Source: an optimization exercise on an open RTL-to-GDS flow (aim: a short achievable clock period and few clock cycles). Production flows keep margins and buffers that such runs may drop. RTL that was checked went through simulation tests only; none was proved equivalent to the original. Only the layout flow was run in run 3; the RTL was not checked for function there. Power is estimated from default activity; no workload was simulated.

==> design.v <==
module XAlu (
    input  [31:0] x_A,
    input  [31:0] x_B,
    input  [31:0] m_res,
    input         x_fwdA, x_fwdA1, x_fwdA2,
    input         x_fwdB, x_fwdB1, x_fwdB2,
    input         x_inv,
    input  [4:0]  x_sh,
    input  [31:0] x_pc4,
    input         x_s_arith, x_s_slt, x_s_sltu, x_s_lg,
    input  [3:0]  x_lt,
    input         x_sel_sll, x_sel_srl, x_sel_sra, x_sel_link,
    output [31:0] A,
    output [31:0] x_res
);
    wire [31:0] B;
    genvar gi;
    generate for (gi = 0; gi < 32; gi = gi + 1) begin : g_fwd
        wire fa = (gi < 11) ? x_fwdA : (gi < 22) ? x_fwdA1 : x_fwdA2;
        wire fb = (gi < 11) ? x_fwdB : (gi < 22) ? x_fwdB1 : x_fwdB2;
        assign A[gi] = fa ? m_res[gi] : x_A[gi];
        assign B[gi] = fb ? (m_res[gi] ^ x_inv) : (x_B[gi] ^ x_inv);
    end endgenerate
    wire [33:0] s2 = {1'b0, A, x_inv} + {1'b0, B, x_inv};
    wire [31:0] sum = s2[32:1];
    wire cout = s2[33];
    wire [31:0] lg;
    generate for (gi = 0; gi < 32; gi = gi + 1) begin : g_lg
        assign lg[gi] = x_lt[{A[gi], B[gi]}];
    end endgenerate
    wire [31:0] shl = B << x_sh;
    wire [31:0] shr = B >> x_sh;
    wire [31:0] sha = shr | ({32{B[31]}} & ~(32'hffffffff >> x_sh));
    wire [31:0] other =
        {31'b0, (x_s_slt & sum[31]) | (x_s_sltu & ~cout)} |
        ({32{x_s_lg}} & lg) |
        ({32{x_sel_sll}} & shl) |
        ({32{x_sel_srl}} & shr) |
        ({32{x_sel_sra}} & sha) |
        ({32{x_sel_link}} & x_pc4);
    assign x_res = x_s_arith ? sum : other;
endmodule
module XBr (
    input  [31:0] x_A,
    input  [31:0] x_B,
    input  [31:0] m_res,
    input  [31:0] A,
    input         x_fwdA,
    input         x_fwdB,
    input  [31:0] x_xt,         
    input  [31:0] x_pc4,
    input  [31:0] x_bt,
    input         x_ptaken,
    input         x_isjr,
    input         x_m_eq, x_m_ne, x_m_lez, x_m_gtz, x_m_sg, x_m_nsg, x_m_jr,
    output        redirect,
    output [31:0] redirect_pc
);
    wire eq_rr = (x_A == x_B);
    wire eq_mr = (m_res == x_B);
    wire eq_rm = (x_A == m_res);
    reg  eq;
    always @* begin
        case ({x_fwdA, x_fwdB})
            2'b00: eq = eq_rr;
            2'b10: eq = eq_mr;
            2'b01: eq = eq_rm;
            default: eq = 1'b1;
        endcase
    end
    wire sg = x_fwdA ? m_res[31] : x_A[31];
    wire ne_r = (x_A != x_xt);
    wire ne_m = (m_res != x_xt);
    wire ne_jr = x_fwdA ? ne_m : ne_r;
    assign redirect = (x_m_eq & eq) | (x_m_ne & ~eq) | (x_m_lez & (sg | eq)) |
                      (x_m_gtz & ~(sg | eq)) | (x_m_sg & sg) | (x_m_nsg & ~sg) |
                      (x_m_jr & ne_jr);
    assign redirect_pc = x_isjr ? A : x_ptaken ? x_pc4 : x_bt;
endmodule
module FDec (
    input  [31:0] ins,
    input  [31:0] f_pc4,
    input  [31:0] spec31,
    input  [31:0] spec26,
    input  [31:0] pc,
    input  [24:0] pc_up_p1,     
    input  [24:0] pc_up_m1,
    input  [4:0]  x_rd,
    input         x_load,
    output [4:0]  i_dest,
    output        use_rs,
    output        use_rt,
    output        i_imm_op,
    output [31:0] immv,
    output        x_hit_a,
    output        x_hit_b,
    output        stall,
    output        i_br,
    output        i_br_t,
    output        f1_set,
    output        f_other_t,
    output [31:0] f_other,
    output [31:0] f_next,
    output        i_spec31,
    output        i_spec26,
    output        i_lw,
    output        i_sw,
    output        i_isjr,
    output        m_eq, m_ne, m_lez, m_gtz, m_sg, m_nsg,
    output        s_arith, s_inv, s_slt, s_sltu, s_lg,
    output [3:0]  lt,
    output        s_sll, s_srl, s_sra, s_link
);
    wire [5:0]  op  = ins[31:26];
    wire [5:0]  fn  = ins[5:0];
    wire [4:0]  rs  = ins[25:21];
    wire [4:0]  rt  = ins[20:16];
    wire [4:0]  rdf = ins[15:11];
    wire [15:0] imm = ins[15:0];
    wire i_rtype = (op == 6'h00);
    wire i_jr    = i_rtype & (fn == 6'h08);
    wire i_jalr  = i_rtype & (fn == 6'h09);
    wire i_jal   = (op == 6'h03);
    wire i_j     = (op == 6'h02) | i_jal;
    wire i_beq   = (op == 6'h04);
    wire i_bne   = (op == 6'h05);
    wire i_blez  = (op == 6'h06);
    wire i_bgtz  = (op == 6'h07);
    wire i_bltz  = (op == 6'h01);
    assign i_br  = i_beq | i_bne | i_blez | i_bgtz | i_bltz;
    wire i_iadd  = (op == 6'h08) | (op == 6'h09);
    wire i_slti  = (op == 6'h0a);
    wire i_sltiu = (op == 6'h0b);
    wire i_andi  = (op == 6'h0c);
    wire i_lui   = (op == 6'h0f);
    assign i_lw  = (op == 6'h23);
    assign i_sw  = (op == 6'h2b);
    wire i_undef = ~((op <= 6'h0c) | i_lui | i_lw | i_sw);
    assign i_imm_op = i_iadd | i_slti | i_sltiu | i_andi | i_lui | i_lw | i_sw;
    assign i_isjr = i_jr | i_jalr;
    wire f_sub  = i_rtype & ((fn == 6'h22) | (fn == 6'h23));
    wire f_and  = i_rtype & (fn == 6'h24);
    wire f_or   = i_rtype & (fn == 6'h25);
    wire f_xor  = i_rtype & (fn == 6'h26);
    wire f_nor  = i_rtype & (fn == 6'h27);
    wire f_slt  = i_rtype & (fn == 6'h2a);
    wire f_sltu = i_rtype & (fn == 6'h2b);
    wire f_sll  = i_rtype & (fn == 6'h00);
    wire f_srl  = i_rtype & (fn == 6'h02);
    wire f_sra  = i_rtype & (fn == 6'h03);
    wire f_add  = i_rtype & ~(f_sub | f_and | f_or | f_xor | f_nor | f_slt | f_sltu |
                              f_sll | f_srl | f_sra | i_jr | i_jalr);
    assign i_dest =
        i_rtype ? (i_jr ? 5'd0 : rdf) :
        i_jal   ? 5'd31 :
        i_undef ? 5'd26 :
        (i_imm_op & ~i_sw) ? rt : 5'd0;
    assign use_rs = ~(i_j | i_undef);
    assign use_rt = (i_rtype & ~i_jr & ~i_jalr) | i_sw | i_beq | i_bne | i_blez | i_bgtz;
    assign x_hit_a = (x_rd != 5'd0) & (x_rd == rs);
    assign x_hit_b = (x_rd != 5'd0) & (x_rd == rt);
    assign stall = x_load & ((use_rs & x_hit_a) | (use_rt & x_hit_b));
    wire [31:0] sext = {{16{imm[15]}}, imm};
    assign immv = i_lui ? {imm, 16'h0000} : i_andi ? {16'h0000, imm} : sext;
    wire [31:0] f_jt  = {f_pc4[31:28], ins[25:0], 2'b00};
    wire rs_eq_rt = (rs == rt);
    wire i_bpred = imm[15] | (i_beq & rs_eq_rt) | (i_bne & ~rs_eq_rt);
    assign i_br_t  = i_br & i_bpred;
    wire i_jr31  = (i_jr | i_jalr) & (rs == 5'd31);
    wire i_jr26  = (i_jr | i_jalr) & (rs == 5'd26);
    assign f_other =
        ({32{i_j}} & f_jt) |
        ({32{i_undef}} & 32'h80000008) |
        ({32{i_jr31}} & spec31) |
        ({32{i_jr26}} & spec26);
    assign f_other_t = i_j | i_undef | i_jr31 | i_jr26;
    wire short = (imm[15:3] == 13'h0000) | (imm[15:3] == 13'h1fff);
    wire [6:0] lo = {1'b0, pc[6:2], 1'b1} + {1'b0, imm[4:0], 1'b1};    
    wire [24:0] up = lo[6] ? (imm[15] ? pc[31:7] : pc_up_p1)
                           : (imm[15] ? pc_up_m1 : pc[31:7]);
    wire [31:0] f_sbt = {up, lo[5:1], 2'b00};
    wire take_s = i_br & i_bpred & short;
    wire [31:0] f_seq = take_s ? f_sbt : f_pc4;
    assign f_next = f_other_t ? f_other : f_seq;
    assign f1_set = i_br & i_bpred & ~short;
    assign i_spec31 = i_jal | (i_jalr & (rdf == 5'd31));
    assign i_spec26 = i_undef;
    assign m_eq  = i_br_t ? i_bne  : i_beq;
    assign m_ne  = i_br_t ? i_beq  : i_bne;
    assign m_lez = i_br_t ? i_bgtz : i_blez;
    assign m_gtz = i_br_t ? i_blez : i_bgtz;
    assign m_sg  = ~i_br_t & i_bltz;
    assign m_nsg = i_br_t & i_bltz;
    assign s_arith = f_add | i_iadd | i_lui | i_lw | i_sw | f_sub;
    assign s_inv  = f_sub | f_slt | i_slti | f_sltu | i_sltiu;
    assign s_slt  = f_slt | i_slti;
    assign s_sltu = f_sltu | i_sltiu;
    assign s_lg   = f_and | i_andi | f_or | f_xor | f_nor;
    assign lt     = (f_and | i_andi) ? 4'b1000 : f_or ? 4'b1110 : f_xor ? 4'b0110 : 4'b0001;
    assign s_sll  = f_sll;
    assign s_srl  = f_srl;
    assign s_sra  = f_sra;
    assign s_link = i_jal | i_jalr | i_undef;
endmodule
module PcNext (
    input         redirect,
    input  [31:0] redirect_pc,
    input         f1_redir,
    input  [31:0] f1_tgt,
    input         stall,
    input  [31:0] pc,
    input  [31:0] f_next,
    output [31:0] pc_d
);
    assign pc_d = redirect ? redirect_pc :
                  f1_redir ? f1_tgt :
                  stall    ? pc : f_next;
endmodule
module BrTgt (
    input  [31:0] pc4,
    input  [15:0] off,
    output [31:0] bt
);
    wire [30:0] s = pc4[30:0] + {{13{off[15]}}, off, 2'b00};
    assign bt = {pc4[31], s};
endmodule
module RegFile (
    input         clk,
    input         rst_n,
    input  [4:0]  ra,
    input  [4:0]  rb,
    output [31:0] da,
    output [31:0] db,
    input  [4:0]  wa,    
    input  [31:0] wd
);
    reg [31:0] r [1:31];
    wire [31:0] q [0:31];
    genvar i;
    assign q[0] = 32'h0;
    generate for (i = 1; i < 32; i = i + 1) begin : g_r
        always @(posedge clk or negedge rst_n) begin
            if (!rst_n) r[i] <= 32'h0;
            else if (wa == i) r[i] <= wd;
        end
        assign q[i] = r[i];
    end endgenerate
    wire [31:0] a1 [0:7];
    wire [31:0] b1 [0:7];
    wire [31:0] a2 [0:1];
    wire [31:0] b2 [0:1];
    generate for (i = 0; i < 8; i = i + 1) begin : g_l1
        assign a1[i] = ra[1] ? (ra[0] ? q[4*i+3] : q[4*i+2]) : (ra[0] ? q[4*i+1] : q[4*i]);
        assign b1[i] = rb[1] ? (rb[0] ? q[4*i+3] : q[4*i+2]) : (rb[0] ? q[4*i+1] : q[4*i]);
    end endgenerate
    generate for (i = 0; i < 2; i = i + 1) begin : g_l2
        assign a2[i] = ra[3] ? (ra[2] ? a1[4*i+3] : a1[4*i+2]) : (ra[2] ? a1[4*i+1] : a1[4*i]);
        assign b2[i] = rb[3] ? (rb[2] ? b1[4*i+3] : b1[4*i+2]) : (rb[2] ? b1[4*i+1] : b1[4*i]);
    end endgenerate
    assign da = ra[4] ? a2[1] : a2[0];
    assign db = rb[4] ? b2[1] : b2[0];
endmodule
module mips_cpu (
    input         clk,
    input         rst_n,
    output [31:0] imem_addr,
    input  [31:0] imem_data,
    output        dmem_re,
    output        dmem_we,
    output [31:0] dmem_addr,
    output [31:0] dmem_wdata,
    input  [31:0] dmem_rdata
);
    reg  [31:0] pc_n;           
    reg  [31:0] pc_out;
    wire [31:0] pc = ~pc_n;
    reg  [31:0] spec31, spec26;  
    reg         f1_redir;       
    reg  [31:0] f1_pc4;         
    reg  [15:0] f1_off;
    wire [31:0] f1_tgt;
    reg         x_valid;
    reg  [31:0] x_A, x_B, x_S;  
    reg         x_fwdA, x_fwdA1, x_fwdA2;
    reg         x_fwdB, x_fwdB1, x_fwdB2;
    reg         x_fwdS;
    reg  [4:0]  x_sh;
    reg  [31:0] x_pc4;
    reg  [15:0] x_off;          
    wire [31:0] x_bt;           
    reg         x_ptaken;
    reg  [4:0]  x_rd;           
    reg         x_load, x_store;
    reg         x_isjr;
    reg         x_m_eq, x_m_ne, x_m_lez, x_m_gtz, x_m_sg, x_m_nsg, x_m_jr;
    reg         x_s_arith, x_inv, x_s_slt, x_s_sltu, x_s_lg;
    reg  [3:0]  x_lt;           
    reg         x_sel_sll, x_sel_srl, x_sel_sra, x_sel_link;
    reg  [31:0] m_res;          
    reg  [31:0] m_addr;         
    reg  [31:0] m_wb;           
    reg  [31:0] m_sdata;
    reg         m_we, m_re;
    reg  [4:0]  m_rd;           
    reg         m_load;
    assign imem_addr  = pc_out;
    assign dmem_addr  = m_addr;
    assign dmem_wdata = m_sdata;
    assign dmem_we    = m_we;
    assign dmem_re    = m_re;
    wire [31:0] m_wdata = m_load ? dmem_rdata : m_wb;
    wire [31:0] ins = imem_data;
    wire [4:0]  rs  = ins[25:21];
    wire [4:0]  rt  = ins[20:16];
    wire [31:0] rf_a, rf_b;
    RegFile rgf(.clk(clk), .rst_n(rst_n),
                .ra(rs), .rb(rt), .da(rf_a), .db(rf_b),
                .wa(m_rd), .wd(m_wdata));
    wire m_hit_a = (m_rd != 5'd0) & (m_rd == rs);
    wire m_hit_b = (m_rd != 5'd0) & (m_rd == rt);
    wire [31:0] rv_a = m_hit_a ? m_wdata : rf_a;
    wire [31:0] rv_b = m_hit_b ? m_wdata : rf_b;
    wire [31:0] f_pc4 = {pc[31], pc[30:2] + 29'd1, 2'b00};
    wire [24:0] pc_up_p1 = {pc[31], pc[30:7] + 24'd1};
    wire [24:0] pc_up_m1 = {pc[31], pc[30:7] - 24'd1};
    BrTgt f1t(.pc4(f1_pc4), .off(f1_off), .bt(f1_tgt));
    BrTgt xbt(.pc4(x_pc4), .off(x_off), .bt(x_bt));
    wire [4:0]  i_dest;
    wire        use_rs, use_rt, i_imm_op, x_hit_a, x_hit_b, stall, i_br, i_br_t, f1_set;
    wire        f_other_t, i_spec31, i_spec26, i_lw, i_sw, i_isjr;
    wire [31:0] immv, f_other, f_next;
    wire        d_m_eq, d_m_ne, d_m_lez, d_m_gtz, d_m_sg, d_m_nsg;
    wire        d_s_arith, d_s_inv, d_s_slt, d_s_sltu, d_s_lg;
    wire [3:0]  d_lt;
    wire        d_s_sll, d_s_srl, d_s_sra, d_s_link;
    FDec fdec(.ins(ins), .f_pc4(f_pc4), .spec31(spec31), .spec26(spec26),
              .pc(pc), .pc_up_p1(pc_up_p1), .pc_up_m1(pc_up_m1),
              .x_rd(x_rd), .x_load(x_load),
              .i_dest(i_dest), .use_rs(use_rs), .use_rt(use_rt), .i_imm_op(i_imm_op),
              .immv(immv), .x_hit_a(x_hit_a), .x_hit_b(x_hit_b), .stall(stall),
              .i_br(i_br), .i_br_t(i_br_t), .f1_set(f1_set), .f_other_t(f_other_t),
              .f_other(f_other), .f_next(f_next), .i_spec31(i_spec31),
              .i_spec26(i_spec26), .i_lw(i_lw), .i_sw(i_sw), .i_isjr(i_isjr),
              .m_eq(d_m_eq), .m_ne(d_m_ne), .m_lez(d_m_lez), .m_gtz(d_m_gtz),
              .m_sg(d_m_sg), .m_nsg(d_m_nsg),
              .s_arith(d_s_arith), .s_inv(d_s_inv), .s_slt(d_s_slt), .s_sltu(d_s_sltu),
              .s_lg(d_s_lg), .lt(d_lt), .s_sll(d_s_sll), .s_srl(d_s_srl),
              .s_sra(d_s_sra), .s_link(d_s_link));
    wire [31:0] A, x_res;
    XAlu xalu(.x_A(x_A), .x_B(x_B), .m_res(m_res),
              .x_fwdA(x_fwdA), .x_fwdA1(x_fwdA1), .x_fwdA2(x_fwdA2),
              .x_fwdB(x_fwdB), .x_fwdB1(x_fwdB1), .x_fwdB2(x_fwdB2),
              .x_sh(x_sh), .x_pc4(x_pc4),
              .x_inv(x_inv), .x_s_arith(x_s_arith), .x_s_slt(x_s_slt),
              .x_s_sltu(x_s_sltu), .x_s_lg(x_s_lg), .x_lt(x_lt),
              .x_sel_sll(x_sel_sll), .x_sel_srl(x_sel_srl), .x_sel_sra(x_sel_sra),
              .x_sel_link(x_sel_link), .A(A), .x_res(x_res));
    wire [31:0] S = x_fwdS ? m_res : x_S;
    wire redirect;
    wire [31:0] redirect_pc;
    XBr xbr(.x_A(x_A), .x_B(x_B), .m_res(m_res), .A(A), .x_fwdA(x_fwdA), .x_fwdB(x_fwdB),
            .x_xt(pc), .x_pc4(x_pc4), .x_bt(x_bt), .x_ptaken(x_ptaken),
            .x_isjr(x_isjr), .x_m_eq(x_m_eq), .x_m_ne(x_m_ne), .x_m_lez(x_m_lez),
            .x_m_gtz(x_m_gtz), .x_m_sg(x_m_sg), .x_m_nsg(x_m_nsg), .x_m_jr(x_m_jr),
            .redirect(redirect), .redirect_pc(redirect_pc));
    wire [31:0] pc_d;
    PcNext pcn(.redirect(redirect), .redirect_pc(redirect_pc), .f1_redir(f1_redir),
               .f1_tgt(f1_tgt), .stall(stall), .pc(pc), .f_next(f_next), .pc_d(pc_d));
    wire f_go = ~redirect & ~f1_redir & ~stall;    
    always @(posedge clk or negedge rst_n) begin
        if (!rst_n) begin
            pc_n <= 32'h7fffffff;
            pc_out <= 32'h80000000;
            m_addr <= 32'h0;
            m_wb <= 32'hffffffff;
            spec31 <= 32'h0;
            spec26 <= 32'h0;
            f1_redir <= 1'b0;
            x_valid <= 1'b0;
            x_rd <= 5'd0;
            x_load <= 1'b0;
            x_store <= 1'b0;
            x_isjr <= 1'b0;
            x_m_eq <= 1'b0; x_m_ne <= 1'b0; x_m_lez <= 1'b0; x_m_gtz <= 1'b0;
            x_m_sg <= 1'b0; x_m_nsg <= 1'b0; x_m_jr <= 1'b0;
            x_fwdA <= 1'b0;
            x_fwdA1 <= 1'b1;
            x_fwdB <= 1'b0;
            x_fwdB1 <= 1'b1;
            x_fwdS <= 1'b0;
            m_we <= 1'b0;
            m_re <= 1'b0;
            m_rd <= 5'd0;
        end else begin
            pc_n <= ~pc_d;
            pc_out <= pc_d;
            m_addr <= x_res;
            m_wb <= x_res;
            if (~stall) begin
                if (i_spec31) spec31 <= f_pc4;
                if (i_spec26) spec26 <= f_pc4;
            end
            f1_redir <= f_go & f1_set;
            x_valid <= f_go;
            if (f_go) begin
                x_rd <= i_dest;
                x_load <= i_lw;
                x_store <= i_sw;
                x_isjr <= i_isjr;
                x_m_eq  <= d_m_eq;
                x_m_ne  <= d_m_ne;
                x_m_lez <= d_m_lez;
                x_m_gtz <= d_m_gtz;
                x_m_sg  <= d_m_sg;
                x_m_nsg <= d_m_nsg;
                x_m_jr  <= i_isjr;
                x_fwdA <= use_rs & x_hit_a;
                x_fwdA1 <= use_rs & x_hit_a;
                x_fwdB <= use_rt & ~i_sw & x_hit_b;
                x_fwdB1 <= use_rt & ~i_sw & x_hit_b;
                x_fwdS <= i_sw & x_hit_b;
            end else begin
                x_rd <= 5'd0;
                x_load <= 1'b0;
                x_store <= 1'b0;
                x_isjr <= 1'b0;
                x_m_eq <= 1'b0; x_m_ne <= 1'b0; x_m_lez <= 1'b0; x_m_gtz <= 1'b0;
                x_m_sg <= 1'b0; x_m_nsg <= 1'b0; x_m_jr <= 1'b0;
                x_fwdA <= 1'b0;
                x_fwdA1 <= 1'b0;
                x_fwdB <= 1'b0;
                x_fwdB1 <= 1'b0;
                x_fwdS <= 1'b0;
            end
            m_we <= x_valid & x_store;
            m_re <= x_valid & x_load;
            m_rd <= x_valid ? x_rd : 5'd0;
        end
    end
    always @(posedge clk) begin
        f1_pc4 <= f_pc4;
        f1_off <= ins[15:0];
        x_fwdA2 <= f_go & use_rs & x_hit_a;
        x_fwdB2 <= f_go & use_rt & ~i_sw & x_hit_b;
        x_A <= rv_a;
        x_B <= i_imm_op ? immv : rv_b;
        x_S <= rv_b;
        x_sh <= ins[10:6];
        x_pc4 <= f_pc4;
        x_off <= ins[15:0];
        x_ptaken <= i_br_t;
        x_s_arith <= d_s_arith;
        x_inv    <= d_s_inv;
        x_s_slt  <= d_s_slt;
        x_s_sltu <= d_s_sltu;
        x_s_lg   <= d_s_lg;
        x_lt     <= d_lt;
        x_sel_sll  <= d_s_sll;
        x_sel_srl  <= d_s_srl;
        x_sel_sra  <= d_s_sra;
        x_sel_link <= d_s_link;
        m_res <= x_res;
        m_sdata <= S;
        m_load <= x_valid & x_load;    
    end
endmodule
==> flow/run.sh <==
#!/bin/bash
set -euo pipefail
bash standard.sh SETUP_SLACK_MARGIN=7.5 finish > flow_standard.log 2>&1
==> standard.sh <==
#!/bin/bash
# synth_recipe.tcl (not shown) runs the flow's synth.tcl, then flattens the netlist and writes it again
# the make line also repeats each setting of config.mk as NAME=value (left out here)
make -C /OpenROAD-flow-scripts/flow DESIGN_CONFIG=/design/flow/config.mk WORK_HOME=/design/flow/orfs CLKGATE_MAP_FILE= SYNTH_SCRIPT=/design/flow/synth_recipe.tcl "${@:-finish}"
==> config.mk <==
export PLATFORM = sky130hd
export DESIGN_NAME = mips_cpu
export DESIGN_NICKNAME = mips_cpu
export VERILOG_FILES = /design/flow/design.v
export SDC_FILE = /design/flow/constraint.sdc
export NUM_CORES = 8
export LEC_CHECK = 0
export ABC_CLOCK_PERIOD_IN_PS = 3000
export CAP_MARGIN = 20
export CORE_MARGIN = 2
export CORE_UTILIZATION = 55
export PLACE_DENSITY = 0.72
export SETUP_SLACK_MARGIN = 5
export SLEW_MARGIN = 20
export SYNTH_HIERARCHICAL = 1
==> constraint.sdc <==
create_clock -name core_clock -period 10.5 [get_ports {clk}]
set_input_delay 2.1000 -clock core_clock [delete_from_list [all_inputs] [get_ports {clk}]]
set_output_delay 2.1000 -clock core_clock [all_outputs]
set_load 0.01 [all_outputs]
==> out/results.ini, run 1 <==
[status]
outcome = timing/DRC/antenna clean

[setup_path]
start_kind = register
cpMaxStageDelayCell = mux2i_1
critical_path_class = register to register
reg2reg_slack_ns = 6.60
critPathMaxStageDelay_ns = 0.80
path_max_fanout = 13
crit_required_ns = 11.24
end_kind = register
path_cells = bufbuf_16, mux2i_1, xnor2_1, nor4_1, nand4_1, o21ai_0, nand3_4, buf_12, buf_4, clkbuf_16, nor2b_4, a211oi_4, inv_1
reg2regPathDepth = 13
arrival_ns = 4.65

[floorplan]
ios = 164
coreArea_mm2 = 0.158
die_area_mm2 = 0.162
die_w_um = 403
die_h_um = 403
start_util_pct = 55.4
row_count = 146

[detailed_routing]
drt-total-wl_um = 386000
initialDrtViolationCount = 11200
drt_pre_antenna_iters = 6
remaining_drc_errors = 0
viasPerCell = 7.51
drtAntennaViolNets = 0
wire_per_inst_um = 38.0
vias = 76300

[timing]
worst_pin_slew_ns = 1.26
fin_ws_ns = 6.60
finalMaxSlewViolations = 0
finalSetupTns_ns = 0
min_period_over_period_pct = 37.2
skew_ns = 0.0416
final-hold-violation-count = 0
slew_headroom_pct = 15.2
finalSetupViolations = 0
max_freq_ghz = 0.256
period_minus_slack_ns = 3.90
rsz0062_at_grt = yes

[placement]
post-place-ws_ns = 4.44
gp_congestion = 1.06
portBuffers = 163
detailed_place_hpwl_um = 209000

[cts]
cts_buffers = 155
cts_buffer_depth = 3
cts_tree = yes
clk_latency_ns = 0.85
clock_sinks = 1431
clk_pin_slew_worst_paths_ns = 0.07
ctsRootBufferMaster = clkbuf_16
cts_max_level = 4
cts_hold_buf = 0

[global_routing]
grt_pass1_vias = 74400
grt.overflow.total = 0
grt_pass1_wl_um = 530000
antenna_found_initial = 26
grt_use_total_pct = 45.1
grt_max_degree = 129

[power_and_ir_drop]
power_density_mw_per_mm2 = 168
vdd_drop_max_v = 0.000197
p_switching_mw = 6.46
p_clk_share_pct = 30.1
switching_share_pct = 34.3
p_leak_nw = 48.7
seqPwrFrac_pct = 38.4
intPower_mw = 12.4
share_comb_of_total_power_pct = 31.5

[cells_and_area]
final_common_cell = dfrtp_1
syn_to_final_growth_pct = 28.3
layout_common_cells = dfrtp_1 (1,139), mux2_2 (1,122), buf_4 (453), mux4_2 (452), mux2i_1 (383)
final_nets = 8106
drive_gt1_share_pct = 48.8
nFillCells = 10100
seq_area_mm2 = 0.0348
multi_input_area_mm2 = 0.0555

[run]
cap_viol_max_count = 0

[synth]
syn_avg_cell_area_um2 = 11.8
ys_warn_count = 10
netlist_area_mm2 = 0.0876
synthCells = 7423

[min_path]
hold_depth = 1
hp-class = register to register

[stage by stage]
step / hold slack, ns / total power, mW / cell area (µm²) / cells / util (%)
after floorplan: 0.417 / 9.98 / 88700 / 7436 / -
after global routing: 0.456 / 19.3 / 112000 / 10100 / 71.0
after detailed placement: 0.443 / 11.5 / 90500 / 9118 / 57.2
after global placement: 0.436 / 11.4 / 90500 / 9118 / 57.2
after CTS: 0.440 / 18.0 / 108000 / 9935 / 68.0
final: 0.434 / 18.9 / 112000 / 10200 / 71.0
[final timing paths]
path                           endpoint  startpoint
max                            pc_n[24]      x_fwdA
min reg2reg                 m_sdata[18]     x_S[18]
max reg2reg                    pc_n[24]      x_fwdA
min in group asynchronous    pc_out[14]       rst_n
min                         m_sdata[18]     x_S[18]
max in group asynchronous  rgf.r[14][7]       rst_n
[critical path: cells and delay by family (launching register included)]
family | cells | cell delay, ns
xor+xnor | 1 | 0.12
mux | 1 | 0.80
flops | 1 | 0.43
simple gates | 4 | 0.80
buf+inv | 5 | 0.93
compound gates | 2 | 0.74
[state kept, by name (all words and copies together), names as in the netlist, 4 cells and up]
signal   flops
rgf.r      992
m_addr      32
m_res       32
m_sdata     32
m_wb        32
pc_n        32
pc_out      32
x_A         32
x_B         32
x_S         32
spec26      30
spec31      30
x_pc4       30
x_off       16
m_rd         5
x_rd         5
x_lt         4
[power by group through the flow]
stage / sequential (mW) / clock [mW] / combinational, mW
floorplan: 6.86 / 0 / 3.12
CTS: 7.12 / 5.64 / 5.25
global placement: 7.12 / 0 / 4.25
finish: 7.24 / 5.67 / 5.95
global route: 7.27 / 5.92 / 6.10
detailed placement: 7.19 / 0 / 4.32
[per-layer routing]
| metal | global-route usage, % | wire [µm] | vias up |
|---|---|---|---|
| met4 | 36.0 | 39900 | 28 |
| met5 | 0 | 314 | - |
| met1 | 54.4 | 128000 | 38200 |
| met3 | 16.4 | 54800 | 2191 |
| li1 | - | - | 29100 |
| met2 | 65.3 | 163000 | 6766 |
[layout make-up]
| class | count | area share [%] |
|---|---|---|
| antenna | 12 | 0.0267 |
| clock buffer | 227 | 4.02 |
| clock inverter | 56 | 0.643 |
| inverter | 192 | 0.764 |
| multi-input combinational | 5132 | 49.4 |
| sequential | 1431 | 31.0 |
| tap | 2072 | 2.31 |
| timing repair buffer | 997 | 11.6 |
| timing repair inverter | 32 | 0.189 |
[repair_timing]
| item | 4_1_cts | 5_1_grt |
|---|---|---|
| pin swaps | 234 | 212 |
| resized for setup | 1702 | 516 |
| cloned | 153 | 23 |
| setup endpoints to repair | 2109 | 1085 |
| buffers inserted | 381 | 180 |
Testbench counts, summed over its fixed seeds: cycles 528,967.
==> inputs of run 2 (changes only) <==
--- a/config.mk
+++ b/config.mk
@@ -8,3 +8,3 @@
 export ABC_CLOCK_PERIOD_IN_PS = 3000
-export CAP_MARGIN = 20
+export CAP_MARGIN = 50
 export CORE_MARGIN = 2
@@ -13,3 +13,3 @@
 export SETUP_SLACK_MARGIN = 5
-export SLEW_MARGIN = 20
+export SLEW_MARGIN = 75
 export SYNTH_HIERARCHICAL = 1
==> run 2 against run 1 <==
Still clean on timing, DRC and antenna. Register-to-register slack got worse by 0.04 ns. First-iteration DRC count is 8.5% higher. Utilization grew 2.8 points. Final area rose by 3.9%. Synthesized area stayed put. Sequential cell count stayed put. Setup slack got worse by 0.054 ns. Count of clock-buffer cells in the layout up 11.
==> out/results.ini, run 2 <==
[status]
outcome = timing/DRC/antenna clean

[cells_and_area]
syn_to_final_growth_pct = 33.3
design_area_mm2 = 0.117
drive_gt1_share_pct = 52.5
nFillCells = 9217
layout_common_cells = dfrtp_1 (1,135), mux2_2 (1,125), mux4_2 (451), mux2i_1 (355), buf_4 (338)
largest_register = rgf.r
largest_reg_flops = 992
final_nets = 8207
final_common_cell = dfrtp_1

[run]
cap_viol_max_count = 0

[timing]
min_period_over_period_pct = 37.7
finalMaxSlewViolations = 0
final-hold-violation-count = 0
max_freq_ghz = 0.253
finalSetupTns_ns = 0
rsz0062_at_grt = yes
skew_ns = 0.0684
slew_headroom_pct = 64.3
finalSetupViolations = 0
worst_pin_slew_ns = 0.536
fin_ws_ns = 6.54
period_minus_slack_ns = 3.96

[detailed_routing]
maxUsedRoutingLayer = met5
viasPerCell = 7.61
dr_wl_met3_um = 53000
drt-total-wl_um = 394000
wire_per_inst_um = 38.4
remaining_drc_errors = 0
vias = 78000
drt_pre_antenna_iters = 9
met1_length_um = 128000
drtAntennaViolNets = 0
initialDrtViolationCount = 12200
dr_wl_met2_um = 168000

[setup_path]
crit_required_ns = 11.24
critical_path_class = primary input to register
cpMostUsedCell = buf_4
critPathMaxStageDelay_ns = 0.37
path_cells = buf_2, and3_1, nand3_2, o31ai_4, buf_4, buf_4, buf_4, and3_4, a211o_1, mux2i_4, a211oi_4, inv_1
path_max_fanout = 8
r2r-start = x_fwdB1
cp_top_family = buffers and inverters
crit_start = imem_data[13]
cpMaxStageDelayCell = buf_2
arrival_ns = 4.69
path_buf_inv = 5
reg2reg_slack_ns = 6.56
end_kind = register
start_kind = primary input

[global_routing]
grt_max_degree = 48
grt_pass1_vias = 77600
grt_pass1_wl_um = 543000
grt.overflow.total = 0
grt_use_total_pct = 45.7
antenna_found_initial = 20

[cts]
cts_buffer_depth = 3
cts_buffers = 155
cts_max_level = 4
clk_pin_slew_worst_paths_ns = 0.06
clk_latency_ns = 0.86
cts_hold_buf = 0
clock_sinks = 1431
cts_tree = yes
ctsRootBufferMaster = clkbuf_16

[power_and_ir_drop]
p_leak_nw = 51.0
power_density_mw_per_mm2 = 166
p_total_mw = 19.3
vdd_drop_max_v = 0.000191

[floorplan]
row_count = 146
ios = 164
start_util_pct = 55.4
die_h_um = 403
die_area_mm2 = 0.162
coreArea_mm2 = 0.158
die_w_um = 403

[placement]
placed_cell_area_mm2 = 0.0976
gp_congestion = 1.06
detailed_place_hpwl_um = 230000
post-place-ws_ns = 5.26
portBuffers = 163

[min_path]
hp-class = register to register
worst_hold_startpoint = x_S[26]

[synth]
syn_avg_cell_area_um2 = 11.8
ys_warn_count = 10
synthCells = 7423
netlist_area_mm2 = 0.0876

-- run 2: final timing paths --
path                            cells after the start           end
max in group asynchronous                           8  rgf.r[28][3]
worst min register to register                      1   m_sdata[26]
worst max register to register                     16     m_addr[0]
worst min-delay path                                1   m_sdata[26]
worst max-delay path                               12      pc_n[24]
min in group asynchronous                           1    pc_out[16]
-- run 2: area by class of cell --
cell class / count / area, µm² / share of cell area (%)
Multi-Input combinational cell: 5118 / 56900 / 48.8
Sequential cell: 1431 / 35000 / 30.0
Timing Repair Buffer: 1144 / 15900 / 13.6
Inverter: 192 / 885 / 0.758
Clock inverter: 51 / 721 / 0.617
Antenna cell: 11 / 27.5 / 0.0236
Tap cell: 2072 / 2590 / 2.22
Clock buffer: 238 / 4720 / 4.04
-- run 2: worst reg2reg max path, cell delays in order, from the launching register on --
cell,delay (ns)
dfstp_4,0.71
buf_6,0.14
buf_4,0.14
mux2i_4,0.45
xor2_2,0.22
inv_2,0.12
ha_4,0.31
buf_4,0.13
nand2_1,0.09
a21oi_2,0.23
o21ai_2,0.15
o2bb2ai_4,0.29
o221ai_4,0.19
nor3_1,0.25
o21ai_2,0.10
a32oi_2,0.17
buf_4,0.19
-- run 2: what timing repair did --
action	4_1_cts	5_1_grt
cloned	102	5
pin swaps	260	175
buffers inserted	364	80
resized for setup	1374	333
endpoints found under the setup margin	576	566
-- run 2: where the power goes --
group | total, mW | switching (mW) | internal, mW
combinational | 6.08 | 3.14 | 2.94
sequential | 7.35 | 0.993 | 6.36
clock | 5.91 | 2.55 | 3.36
total | 19.3 | 6.68 | 12.7
-- run 2: routing by layer --
| layer | vias up | track usage [%] |
|---|---|---|
| li1 | 29400 | - |
| met1 | 38400 | 53.9 |
| met2 | 7384 | 67.7 |
| met5 | - | 0 |
| met3 | 2801 | 14.9 |
| met4 | 26 | 39.1 |
-- run 2: stage by stage --
stage                     util [%]  std cells  hold WS (ns)
after floorplan                  -       7436         0.417
after global placement        57.2       9118         0.436
after detailed placement      61.7       9359         0.442
after CTS                     71.6      10100         0.458
after global routing          73.8      10200         0.467
final                         73.8      10300         0.461
==> inputs of run 3 (changes only) <==
--- a/design.v
+++ b/design.v
@@ -54,2 +54,3 @@
     input         x_isjr,
+    input         x_kill,
     input         x_m_eq, x_m_ne, x_m_lez, x_m_gtz, x_m_sg, x_m_nsg, x_m_jr,
@@ -74,5 +75,6 @@
     wire ne_jr = x_fwdA ? ne_m : ne_r;
-    assign redirect = (x_m_eq & eq) | (x_m_ne & ~eq) | (x_m_lez & (sg | eq)) |
-                      (x_m_gtz & ~(sg | eq)) | (x_m_sg & sg) | (x_m_nsg & ~sg) |
-                      (x_m_jr & ne_jr);
+    wire k = ~x_kill;
+    assign redirect = (k & x_m_eq & eq) | (k & x_m_ne & ~eq) | (k & x_m_lez & (sg | eq)) |
+                      (k & x_m_gtz & ~(sg | eq)) | (k & x_m_sg & sg) | (k & x_m_nsg & ~sg) |
+                      (k & x_m_jr & ne_jr);
     assign redirect_pc = x_isjr ? A : x_ptaken ? x_pc4 : x_bt;
@@ -85,4 +87,2 @@
     input  [31:0] pc,
-    input  [24:0] pc_up_p1,     
-    input  [24:0] pc_up_m1,
     input  [4:0]  x_rd,
@@ -176,11 +176,10 @@
     assign f_other_t = i_j | i_undef | i_jr31 | i_jr26;
-    wire short = (imm[15:3] == 13'h0000) | (imm[15:3] == 13'h1fff);
-    wire [6:0] lo = {1'b0, pc[6:2], 1'b1} + {1'b0, imm[4:0], 1'b1};    
-    wire [24:0] up = lo[6] ? (imm[15] ? pc[31:7] : pc_up_p1)
-                           : (imm[15] ? pc_up_m1 : pc[31:7]);
-    wire [31:0] f_sbt = {up, lo[5:1], 2'b00};
-    wire take_s = i_br & i_bpred & short;
+    wire short = (imm[15:5] == 11'h000) | (imm[15:5] == 11'h7ff);
+    wire [7:0] lo = {1'b0, pc[7:2], 1'b1} + {1'b0, imm[5:0], 1'b1};    
+    wire same_blk = imm[15] ? lo[7] : ~lo[7];
+    wire [31:0] f_sbt = {pc[31:8], lo[6:1], 2'b00};
+    wire take_s = i_br & i_bpred & short & same_blk;
     wire [31:0] f_seq = take_s ? f_sbt : f_pc4;
     assign f_next = f_other_t ? f_other : f_seq;
-    assign f1_set = i_br & i_bpred & ~short;
+    assign f1_set = i_br & i_bpred & ~(short & same_blk);
     assign i_spec31 = i_jal | (i_jalr & (rdf == 5'd31));
@@ -204,2 +203,48 @@
 endmodule
+module FPc (
+    input  [31:0] ins,
+    input  [31:0] pc,
+    input  [31:0] f_pc4,
+    input  [31:0] spec31,
+    input  [31:0] spec26,
+    input  [4:0]  x_rd,
+    input         x_load,
+    output        stall,
+    output [31:0] f_next
+);
+    wire [5:0]  op  = ins[31:26];
+    wire [5:0]  fn  = ins[5:0];
+    wire [4:0]  rs  = ins[25:21];
+    wire [4:0]  rt  = ins[20:16];
+    wire [15:0] imm = ins[15:0];
+    wire i_rtype = (op == 6'h00);
+    wire i_jrx   = i_rtype & (fn[5:1] == 5'b00100);       
+    wire i_j     = (op[5:1] == 5'b00001);                  
+    wire i_beq   = (op == 6'h04);
+    wire i_bne   = (op == 6'h05);
+    wire i_br    = (op[5:2] == 4'b0001) | (op == 6'h01);
+    wire i_undef = ~((op <= 6'h0c) | (op == 6'h0f) | (op == 6'h23) | (op == 6'h2b));
+    wire i_sw    = (op == 6'h2b);
+    wire use_rs  = ~(i_j | i_undef);
+    wire use_rt  = (i_rtype & ~i_jrx) | i_sw | (op[5:2] == 4'b0001);
+    wire x_hit_a = (x_rd != 5'd0) & (x_rd == rs);
+    wire x_hit_b = (x_rd != 5'd0) & (x_rd == rt);
+    assign stall = x_load & ((use_rs & x_hit_a) | (use_rt & x_hit_b));
+    wire rs_eq_rt = (rs == rt);
+    wire i_bpred = imm[15] | (i_beq & rs_eq_rt) | (i_bne & ~rs_eq_rt);
+    wire short = (imm[15:5] == 11'h000) | (imm[15:5] == 11'h7ff);
+    wire [7:0] lo = {1'b0, pc[7:2], 1'b1} + {1'b0, imm[5:0], 1'b1};    
+    wire same_blk = imm[15] ? lo[7] : ~lo[7];
+    wire take_s = i_br & i_bpred & short & same_blk;
+    wire i_jr31 = i_jrx & (rs == 5'd31);
+    wire i_jr26 = i_jrx & (rs == 5'd26);
+    wire [31:0] f_jt = {f_pc4[31:28], ins[25:0], 2'b00};
+    assign f_next =
+        ({32{i_j}} & f_jt) |
+        ({32{i_undef}} & 32'h80000008) |
+        ({32{i_jr31}} & spec31) |
+        ({32{i_jr26}} & spec26) |
+        ({32{take_s}} & {pc[31:8], lo[6:1], 2'b00}) |
+        ({32{~(i_j | i_undef | i_jr31 | i_jr26 | take_s)}} & f_pc4);
+endmodule
 module PcNext (
@@ -214,5 +259,5 @@
 );
-    assign pc_d = redirect ? redirect_pc :
-                  f1_redir ? f1_tgt :
-                  stall    ? pc : f_next;
+    wire sel_f = ~redirect & ~f1_redir & ~stall;
+    wire [31:0] rest = redirect ? redirect_pc : f1_redir ? f1_tgt : stall ? pc : 32'h0;
+    assign pc_d = ({32{sel_f}} & f_next) | rest;
 endmodule
@@ -281,3 +326,5 @@
     wire [31:0] f1_tgt;
-    reg         x_valid;
+    reg         x_valid;        
+    reg         x_kill;         
+    wire        x_live = x_valid & ~x_kill;
     reg  [31:0] x_A, x_B, x_S;  
@@ -323,4 +370,2 @@
     wire [31:0] f_pc4 = {pc[31], pc[30:2] + 29'd1, 2'b00};
-    wire [24:0] pc_up_p1 = {pc[31], pc[30:7] + 24'd1};
-    wire [24:0] pc_up_m1 = {pc[31], pc[30:7] - 24'd1};
     BrTgt f1t(.pc4(f1_pc4), .off(f1_off), .bt(f1_tgt));
@@ -336,4 +381,4 @@
     FDec fdec(.ins(ins), .f_pc4(f_pc4), .spec31(spec31), .spec26(spec26),
-              .pc(pc), .pc_up_p1(pc_up_p1), .pc_up_m1(pc_up_m1),
-              .x_rd(x_rd), .x_load(x_load),
+              .pc(pc),
+              .x_rd(x_live ? x_rd : 5'd0), .x_load(x_live & x_load),
               .i_dest(i_dest), .use_rs(use_rs), .use_rt(use_rt), .i_imm_op(i_imm_op),
@@ -358,13 +403,29 @@
     wire [31:0] S = x_fwdS ? m_res : x_S;
-    wire redirect;
-    wire [31:0] redirect_pc;
+    wire redirect, redirect2;
+    wire [31:0] redirect_pc, redirect_pc2;
+    XBr xbr2(.x_A(x_A), .x_B(x_B), .m_res(m_res), .A(A), .x_fwdA(x_fwdA), .x_fwdB(x_fwdB),
+            .x_xt(pc), .x_pc4(x_pc4), .x_bt(x_bt), .x_ptaken(x_ptaken),
+            .x_isjr(x_isjr), .x_kill(x_kill), .x_m_eq(x_m_eq), .x_m_ne(x_m_ne), .x_m_lez(x_m_lez),
+            .x_m_gtz(x_m_gtz), .x_m_sg(x_m_sg), .x_m_nsg(x_m_nsg), .x_m_jr(x_m_jr),
+            .redirect(redirect2), .redirect_pc(redirect_pc2));
     XBr xbr(.x_A(x_A), .x_B(x_B), .m_res(m_res), .A(A), .x_fwdA(x_fwdA), .x_fwdB(x_fwdB),
             .x_xt(pc), .x_pc4(x_pc4), .x_bt(x_bt), .x_ptaken(x_ptaken),
-            .x_isjr(x_isjr), .x_m_eq(x_m_eq), .x_m_ne(x_m_ne), .x_m_lez(x_m_lez),
+            .x_isjr(x_isjr), .x_kill(x_kill), .x_m_eq(x_m_eq), .x_m_ne(x_m_ne), .x_m_lez(x_m_lez),
             .x_m_gtz(x_m_gtz), .x_m_sg(x_m_sg), .x_m_nsg(x_m_nsg), .x_m_jr(x_m_jr),
             .redirect(redirect), .redirect_pc(redirect_pc));
-    wire [31:0] pc_d;
-    PcNext pcn(.redirect(redirect), .redirect_pc(redirect_pc), .f1_redir(f1_redir),
-               .f1_tgt(f1_tgt), .stall(stall), .pc(pc), .f_next(f_next), .pc_d(pc_d));
-    wire f_go = ~redirect & ~f1_redir & ~stall;    
+    wire stall_p, stall_p2;
+    wire [31:0] f_next_p, f_next_p2;
+    FPc fpc(.ins(ins), .pc(pc), .f_pc4(f_pc4), .spec31(spec31), .spec26(spec26),
+            .x_rd(x_live ? x_rd : 5'd0), .x_load(x_live & x_load),
+            .stall(stall_p), .f_next(f_next_p));
+    FPc fpc2(.ins(ins), .pc(pc), .f_pc4(f_pc4), .spec31(spec31), .spec26(spec26),
+            .x_rd(x_live ? x_rd : 5'd0), .x_load(x_live & x_load),
+            .stall(stall_p2), .f_next(f_next_p2));
+    wire [31:0] pc_d, pc_d2;
+    PcNext pcn(.redirect(redirect), .redirect_pc(redirect_pc), .f1_redir(f1_live),
+               .f1_tgt(f1_tgt), .stall(stall_p), .pc(pc), .f_next(f_next_p), .pc_d(pc_d));
+    PcNext pcn2(.redirect(redirect2), .redirect_pc(redirect_pc2), .f1_redir(f1_live),
+               .f1_tgt(f1_tgt), .stall(stall_p2), .pc(pc), .f_next(f_next_p2), .pc_d(pc_d2));
+    wire f1_live = f1_redir & ~x_kill;
+    wire f_go = ~f1_live & ~stall;
     always @(posedge clk or negedge rst_n) begin
@@ -379,2 +440,3 @@
             x_valid <= 1'b0;
+            x_kill <= 1'b0;
             x_rd <= 5'd0;
@@ -394,3 +456,3 @@
         end else begin
-            pc_n <= ~pc_d;
+            pc_n <= ~pc_d2;
             pc_out <= pc_d;
@@ -403,2 +465,3 @@
             f1_redir <= f_go & f1_set;
+            x_kill <= redirect;
             x_valid <= f_go;
@@ -434,5 +497,5 @@
             end
-            m_we <= x_valid & x_store;
-            m_re <= x_valid & x_load;
-            m_rd <= x_valid ? x_rd : 5'd0;
+            m_we <= x_live & x_store;
+            m_re <= x_live & x_load;
+            m_rd <= x_live ? x_rd : 5'd0;
         end
@@ -463,3 +526,3 @@
         m_sdata <= S;
-        m_load <= x_valid & x_load;    
+        m_load <= x_live & x_load;     
     end
--- a/config.mk
+++ b/config.mk
@@ -8,8 +8,8 @@
 export ABC_CLOCK_PERIOD_IN_PS = 3000
-export CAP_MARGIN = 50
+export CAP_MARGIN = 20
 export CORE_MARGIN = 2
-export CORE_UTILIZATION = 55
-export PLACE_DENSITY = 0.72
+export CORE_UTILIZATION = 65
+export PLACE_DENSITY = 0.8
 export SETUP_SLACK_MARGIN = 5
-export SLEW_MARGIN = 75
+export SLEW_MARGIN = 20
 export SYNTH_HIERARCHICAL = 1
==> run 3 against run 2 <==
The run now fails in 5_1_grt. Synthesized cell count up 6.4%. Synthesized area up 3.5%.
==> out/results.ini, run 3 <==
[status]
outcome = did not finish
stop_stage = 5_1_grt
error = [ERROR GRT-0232] Routing congestion too high. Check the congestion heatmap in the GUI.

[synth]
ys_warn_count = 10
netlist_area_mm2 = 0.0907
synthCells = 7895
syn_avg_cell_area_um2 = 11.5

[global_routing]
grt.overflow.total = 136
antenna_found_initial = 63
grt_use_total_pct = 79.7
grt_max_degree = 126

[floorplan]
die_h_um = 378
row_count = 137
ios = 164
die_w_um = 378
start_util_pct = 65.2

[timing]
worstEpCategory = register input
crit_endpoint = pc_n[30]$_DFF_PN1_/D

[placement]
dpl.cell_count = 9397
portBuffers = 163
gp_congestion = 1.04
placed_cell_area_mm2 = 0.0935
detailed_place_hpwl_um = 230000

[cts]
cts_max_level = 4
cts_buffers = 151
ctsRootBufferMaster = clkbuf_16
cts_hold_buf = 0
cts_buffer_depth = 3

-- run 3: repair_timing --
item                       in CTS
gates resized for setup      1752
setup endpoints to repair    1349
pin swaps                     308
buffers inserted              333
gates cloned                  136
-- run 3: worst min path at each step --
stage	from	to	slack [ns]	depth (start not counted)
global placement	x_S[23]	m_sdata[23]	0.44	1
detailed placement	x_S[17]	m_sdata[17]	0.44	1
floorplan	pc_n[2]	x_pc4[2]	0.42	0
CTS	pc_n[2]	x_pc4[2]	0.46	0
-- run 3: metal layers --
layer | GRT overflow | track usage [%]
met1 | 1 | 80.0
met2 | 59 | 92.8
met5 | 0 | 41.1
met4 | 72 | 79.5
met3 | 4 | 67.4
-- run 3: power groups by stage --
stage	logic [mW]	registers, mW	clock network, mW
global placement	4.10	6.96	0
floorplan	2.90	6.74	0
CTS	4.97	6.96	5.67
detailed placement	4.18	7.03	0
-- run 3: metrics by stage --
stage          setup WS (ns)  util [%]
4_1_cts                 6.65      79.5
3_5_place_dp            4.57      67.2
3_3_place_gp            4.62      67.2
2_1_floorplan           6.21         -

[static timing again, ports no longer ideal]
In the flow no input, the clock included, has a driving cell. The finished layouts below were timed again as built, in two steps.
Step 1 (the two cells are an assumption about what drives the block):
set clk [get_ports {clk}]
set_driving_cell -lib_cell sky130_fd_sc_hd__clkbuf_16 $clk
set_driving_cell -lib_cell sky130_fd_sc_hd__buf_2 [delete_from_list [all_inputs] $clk]
Step 2 times the ports against the registers' clock, not the clock port: input delays grow and output delays shrink by t, the midpoint of the rising clock arrivals with the driver on.
Slacks: ideal / step 1 / step 2; pairs: ideal / step 1.
run | shift t [ns] | slack for setup (ns) | worst setup path at the end
run 1 | 0.901 | 6.596 / 6.528 / 5.627 | input to register
run 2 | 0.918 | 6.542 / 6.535 / 5.617 | input to register
After both steps every run listed still meets setup and hold. For run 1, which loses most, drivers alone change the setup slack by -0.068 ns; drivers and shift together by -0.969 ns.
